What follows belongs to an exercise in optimizing a design on an open flow for small area, a short achievable clock period and few clock cycles per item; a production flow would make more cautious choices. In this exercise RTL edits were held to simulation tests only and were not proved equivalent to the original.

// exponential
module exponential(input clk, rst, start, input [15:0] _x, output done,
                   output [1:0] intpart, output [15:0] fracpart);
Size: roughly 1200 cells after synthesis, about 9900 µm² of cells after synthesis.
Settings: LEC_CHECK=0, ABC_AREA=1, CAP_MARGIN=20, CORE_MARGIN=2, CORE_UTILIZATION=40, PLACE_DENSITY=0.6, SETUP_SLACK_MARGIN=3.5, SLEW_MARGIN=20, SYNTH_HIERARCHICAL=1, SYNTH_MINIMUM_KEEP_SIZE=0; clock period 9.0 ns.
run.sh (not shown) runs the stock make flow with config.mk's settings and CLKGATE_MAP_FILE= SYNTH_SCRIPT=/design/flow/synth_recipe.tcl, a recipe that flattens the netlist after the stock synthesis.
Testbench counts at the start, summed over its fixed seeds: cycles 12,006, items 1,200.
==> next run, changes <==
--- a/flow/design.v
+++ b/flow/design.v
@@ -489,15 +489,14 @@
 	reg [3:0] st;           
 	reg idle;               
 	reg sh0, sh1, sh2;      
 	reg term;               
 	reg [15:0] b, t;
 	reg [17:0] b3;          
 	reg [17:0] r;
-	reg [6:0] u6;            
 	wire go = idle & start;
 	wire [3:0] nst = go ? 4'd1 : (idle | st == 4'd9) ? 4'd0 : st + 4'd1;
 	always @(posedge clk or posedge rst) begin
 		if (rst) begin
 			st   <= 4'd0;
 			idle <= 1'b1;
 			sh0  <= 1'b0;
@@ -614,14 +613,15 @@
 				assign z = g_dec[k-1].z & ~_x[k-1];
 			end
 		end
 		for (k = 1; k <= 15; k = k + 1) begin : g_t1
 			assign t1[k] = ~g_dec[16].z & (_x[k] ^ g_dec[k].z);
 		end
 	endgenerate
+	wire [6:0] u6 = t[6:0];
 	reg [3:0] t7;
 	always @(*) begin
 		if (u6 >= 7'd85) t7 = 4'd12;
 		else if (u6 >= 7'd78) t7 = 4'd11;
 		else if (u6 >= 7'd71) t7 = 4'd10;
 		else if (u6 >= 7'd64) t7 = 4'd9;
 		else if (u6 >= 7'd57) t7 = 4'd8;
@@ -631,18 +631,20 @@
 		else if (u6 >= 7'd29) t7 = 4'd4;
 		else if (u6 >= 7'd22) t7 = 4'd3;
 		else if (u6 >= 7'd15) t7 = 4'd2;
 		else if (u6 >= 7'd8) t7 = 4'd1;
 		else t7 = 4'd0;
 	end
 	wire t8 = b >= 16'd62481;
-	wire [17:0] ra_a = r;
-	wire [17:0] ra_b = {2'b00, t};
-	wire [17:0] ra_p = ra_a ^ ra_b;
-	wire [17:0] ra_g = ra_a & ra_b;
+	wire [15:0] addb = idle ? {12'd0, t7} : t;
+	wire cin = idle & t8;
+	wire [18:0] ra_a = {r, cin};
+	wire [18:0] ra_b = {2'b00, addb, cin};
+	wire [18:0] ra_p = ra_a ^ ra_b;
+	wire [18:0] ra_g = ra_a & ra_b;
 	wire ra_G1 = ra_g[1] | (ra_p[1] & ra_g[0]);
 	wire ra_P1 = ra_p[1] & ra_p[0];
 	wire ra_G2 = ra_g[3] | (ra_p[3] & ra_g[2]);
 	wire ra_P2 = ra_p[3] & ra_p[2];
 	wire ra_G3 = ra_g[5] | (ra_p[5] & ra_g[4]);
 	wire ra_P3 = ra_p[5] & ra_p[4];
 	wire ra_G4 = ra_g[7] | (ra_p[7] & ra_g[6]);
@@ -693,24 +695,25 @@
 	wire ra_P26 = ra_p[10] & ra_P19;
 	wire ra_G27 = ra_g[12] | (ra_p[12] & ra_G17);
 	wire ra_P27 = ra_p[12] & ra_P17;
 	wire ra_G28 = ra_g[14] | (ra_p[14] & ra_G20);
 	wire ra_P28 = ra_p[14] & ra_P20;
 	wire ra_G29 = ra_g[16] | (ra_p[16] & ra_G16);
 	wire ra_P29 = ra_p[16] & ra_P16;
-	wire [17:0] racc = ra_p ^ {ra_G29, ra_G16, ra_G28, ra_G20, ra_G27, ra_G17, ra_G26, ra_G19, ra_G25, ra_G14, ra_G24, ra_G18, ra_G23, ra_G10, ra_G22, ra_G1, ra_g[0], 1'b0};
+	wire ra_G30 = ra_g[18] | (ra_p[18] & ra_G21);
+	wire ra_P30 = ra_p[18] & ra_P21;
+	wire [18:0] rs0 = ra_p ^ {ra_G21, ra_G29, ra_G16, ra_G28, ra_G20, ra_G27, ra_G17, ra_G26, ra_G19, ra_G25, ra_G14, ra_G24, ra_G18, ra_G23, ra_G10, ra_G22, ra_G1, ra_g[0], 1'b0};
+	wire [17:0] racc = rs0[18:1];
 	always @(posedge clk) begin
-		if (go | !idle)
+		if (go | !idle) begin
 			b <= bn;
-		t <= tn;                     
-		if (st == 4'd9)
-			u6 <= tn[6:0];           
+			t[6:0] <= tn[6:0];
+		end
+		t[15:7] <= tn[15:7];         
 		if (go)
 			r <= 18'h0FFFF;
 		else if (term)
 			r <= racc;
 	end
-	wire [4:0]  lo = {1'b0, r[3:0]} + {1'b0, t7} + {4'd0, t8};
-	wire [13:0] hi = lo[4] ? r[17:4] + 14'd1 : r[17:4];
 	assign done = idle;
-	assign {intpart, fracpart} = {hi, lo[3:0]};
+	assign {intpart, fracpart} = racc;
 endmodule
Outcome: The new run went through all stages and came out clean. Hold slack degrades by 0.0094 ns. Sequential share of layout area shrinks by 1.2 points. Flip-flop and latch count falls by 7. Synthesized cell count fell slightly. Setup slack gets worse by 0.16 ns. Wire length rose by a few percent. Global-route usage increases by 1.1 points. Synthesized area is lower by a few percent.
Testbench counts after the change, summed over its fixed seeds: cycles 12,006, items 1,200.

========
Another version of the RTL of exponential (not shown whole).
Size: roughly 1200 cells after synthesis, about 84 flip-flops, ~38 I/O pins, ~9800 sq um of cells after synthesis.
==> flow/config.mk <==
export PLATFORM = sky130hd
export DESIGN_NAME = exponential
export DESIGN_NICKNAME = exponential
export VERILOG_FILES = /design/flow/design.v
export SDC_FILE = /design/flow/constraint.sdc
export NUM_CORES = 4
export LEC_CHECK = 0
export ABC_AREA = 1
export CAP_MARGIN = 20
export CORE_MARGIN = 2
export CORE_UTILIZATION = 40
export PLACE_DENSITY = 0.6
export SETUP_SLACK_MARGIN = 3.5
export SLEW_MARGIN = 20
export SYNTH_HIERARCHICAL = 1
export SYNTH_MINIMUM_KEEP_SIZE = 0
==> flow/constraint.sdc <==
create_clock -name core_clock -period 9.0 [get_ports {clk}]
set_input_delay 1.8000 -clock core_clock [delete_from_list [all_inputs] [get_ports {clk}]]
set_output_delay 1.8000 -clock core_clock [all_outputs]
set_load 0.01 [all_outputs]
Testbench counts at the start, summed over its fixed seeds: cycles 12,006, items 1,200.
Edit:
--- a/flow/design.v
+++ b/flow/design.v
@@ -488,17 +488,16 @@
                    output [1:0] intpart, output [15:0] fracpart);
 	reg [3:0] st;           
 	reg idle;               
 	reg sh0, sh1, sh2;      
 	reg term;               
 	reg [15:0] b, t;
 	reg [17:0] b3;          
 	reg [17:0] r;
-	reg [6:0] u6;            
 	wire go = idle & start;
 	wire [3:0] nst = go ? 4'd1 : (idle | st == 4'd9) ? 4'd0 : st + 4'd1;
 	always @(posedge clk or posedge rst) begin
 		if (rst) begin
 			st   <= 4'd0;
 			idle <= 1'b1;
 			sh0  <= 1'b0;
 			sh1  <= 1'b0;
@@ -613,33 +612,34 @@
 			end else begin : g_next
 				assign z = g_dec[k-1].z & ~_x[k-1];
 			end
 		end
 		for (k = 1; k <= 15; k = k + 1) begin : g_t1
 			assign t1[k] = ~g_dec[16].z & (_x[k] ^ g_dec[k].z);
 		end
 	endgenerate
+	wire [6:0] u6 = t[6:0];
 	reg [3:0] t7;
 	always @(*) begin
 		if (u6 >= 7'd85) t7 = 4'd12;
 		else if (u6 >= 7'd78) t7 = 4'd11;
 		else if (u6 >= 7'd71) t7 = 4'd10;
 		else if (u6 >= 7'd64) t7 = 4'd9;
 		else if (u6 >= 7'd57) t7 = 4'd8;
 		else if (u6 >= 7'd50) t7 = 4'd7;
 		else if (u6 >= 7'd43) t7 = 4'd6;
 		else if (u6 >= 7'd36) t7 = 4'd5;
 		else if (u6 >= 7'd29) t7 = 4'd4;
 		else if (u6 >= 7'd22) t7 = 4'd3;
 		else if (u6 >= 7'd15) t7 = 4'd2;
 		else if (u6 >= 7'd8) t7 = 4'd1;
 		else t7 = 4'd0;
 	end
-	reg t8;
+	wire t8 = b >= 16'd62481;
 	wire [17:0] ra_a = r;
 	wire [17:0] ra_b = {2'b00, t};
 	wire [17:0] ra_p = ra_a ^ ra_b;
 	wire [17:0] ra_g = ra_a & ra_b;
 	wire ra_G1 = ra_g[1] | (ra_p[1] & ra_g[0]);
 	wire ra_P1 = ra_p[1] & ra_p[0];
 	wire ra_G2 = ra_g[3] | (ra_p[3] & ra_g[2]);
 	wire ra_P2 = ra_p[3] & ra_p[2];
@@ -694,22 +694,21 @@
 	wire ra_G27 = ra_g[12] | (ra_p[12] & ra_G17);
 	wire ra_P27 = ra_p[12] & ra_P17;
 	wire ra_G28 = ra_g[14] | (ra_p[14] & ra_G20);
 	wire ra_P28 = ra_p[14] & ra_P20;
 	wire ra_G29 = ra_g[16] | (ra_p[16] & ra_G16);
 	wire ra_P29 = ra_p[16] & ra_P16;
 	wire [17:0] racc = ra_p ^ {ra_G29, ra_G16, ra_G28, ra_G20, ra_G27, ra_G17, ra_G26, ra_G19, ra_G25, ra_G14, ra_G24, ra_G18, ra_G23, ra_G10, ra_G22, ra_G1, ra_g[0], 1'b0};
 	always @(posedge clk) begin
-		b <= bn;
-		t <= tn;                     
-		if (st == 4'd9) begin        
-			u6 <= tn[6:0];           
-			t8 <= b >= 16'd62481;    
+		if (go | !idle) begin
+			b <= bn;
+			t[6:0] <= tn[6:0];
 		end
+		t[15:7] <= tn[15:7];         
 		if (go)
 			r <= 18'h0FFFF;
 		else if (term)
 			r <= racc;
 	end
 	wire [4:0]  lo = {1'b0, r[3:0]} + {1'b0, t7} + {4'd0, t8};
 	wire [13:0] hi = lo[4] ? r[17:4] + 14'd1 : r[17:4];
 	assign done = idle;
The changed run finished clean.
Area after synthesis is about the same.
Routed wire length is higher by 1.8%.
Critical path depth went up by 7.
Die area hardly moves.
Final cell count climbs by 1.2%.
First-iteration DRC count falls by about 3.2%.
Cell area increases by about 2%.
Count of clock-buffer cells in the layout is lower by 2.
Sequential share of layout area fell by 0.67 points.
Maximum frequency fell by 1.7%.
Testbench counts after the change, summed over its fixed seeds: cycles 12,006, items 1,200.

[what the ideal ports hide]
The flow's constraints put no driver on any port. The routed layouts listed below were extracted and timed again, unchanged, in two steps.
Step 1, drivers: a clkbuf_16 drives clk and a buf_2 each remaining input, both assumed.
Step 2 adds t to the input delays and takes it off the output delays; t is the mean of the earliest and latest rising clock arrival at the registers after step 1. Input paths then give back, and output paths get back, about the clock's delay inside the block.
Three values: ideal ports, drivers, drivers and shift; two values: the first two.
run	t, ns	slack for setup (ns)	worst data-port slew with drivers (ns)
the first run of note 1	0.384	3.652 / 3.620 / 3.383	0.03
the second run of note 1	0.371	3.494 / 3.459 / 3.431	0.04
the first run of note 2	0.380	3.720 / 3.682 / 3.383	0.04
the second run of note 2	0.383	3.627 / 3.627 / 3.347	0.05
After both steps setup and hold are still met in every run listed. The setup slack of the first run of note 2, which loses most, moves by -0.038 ns with the drivers and by -0.337 ns with both steps.
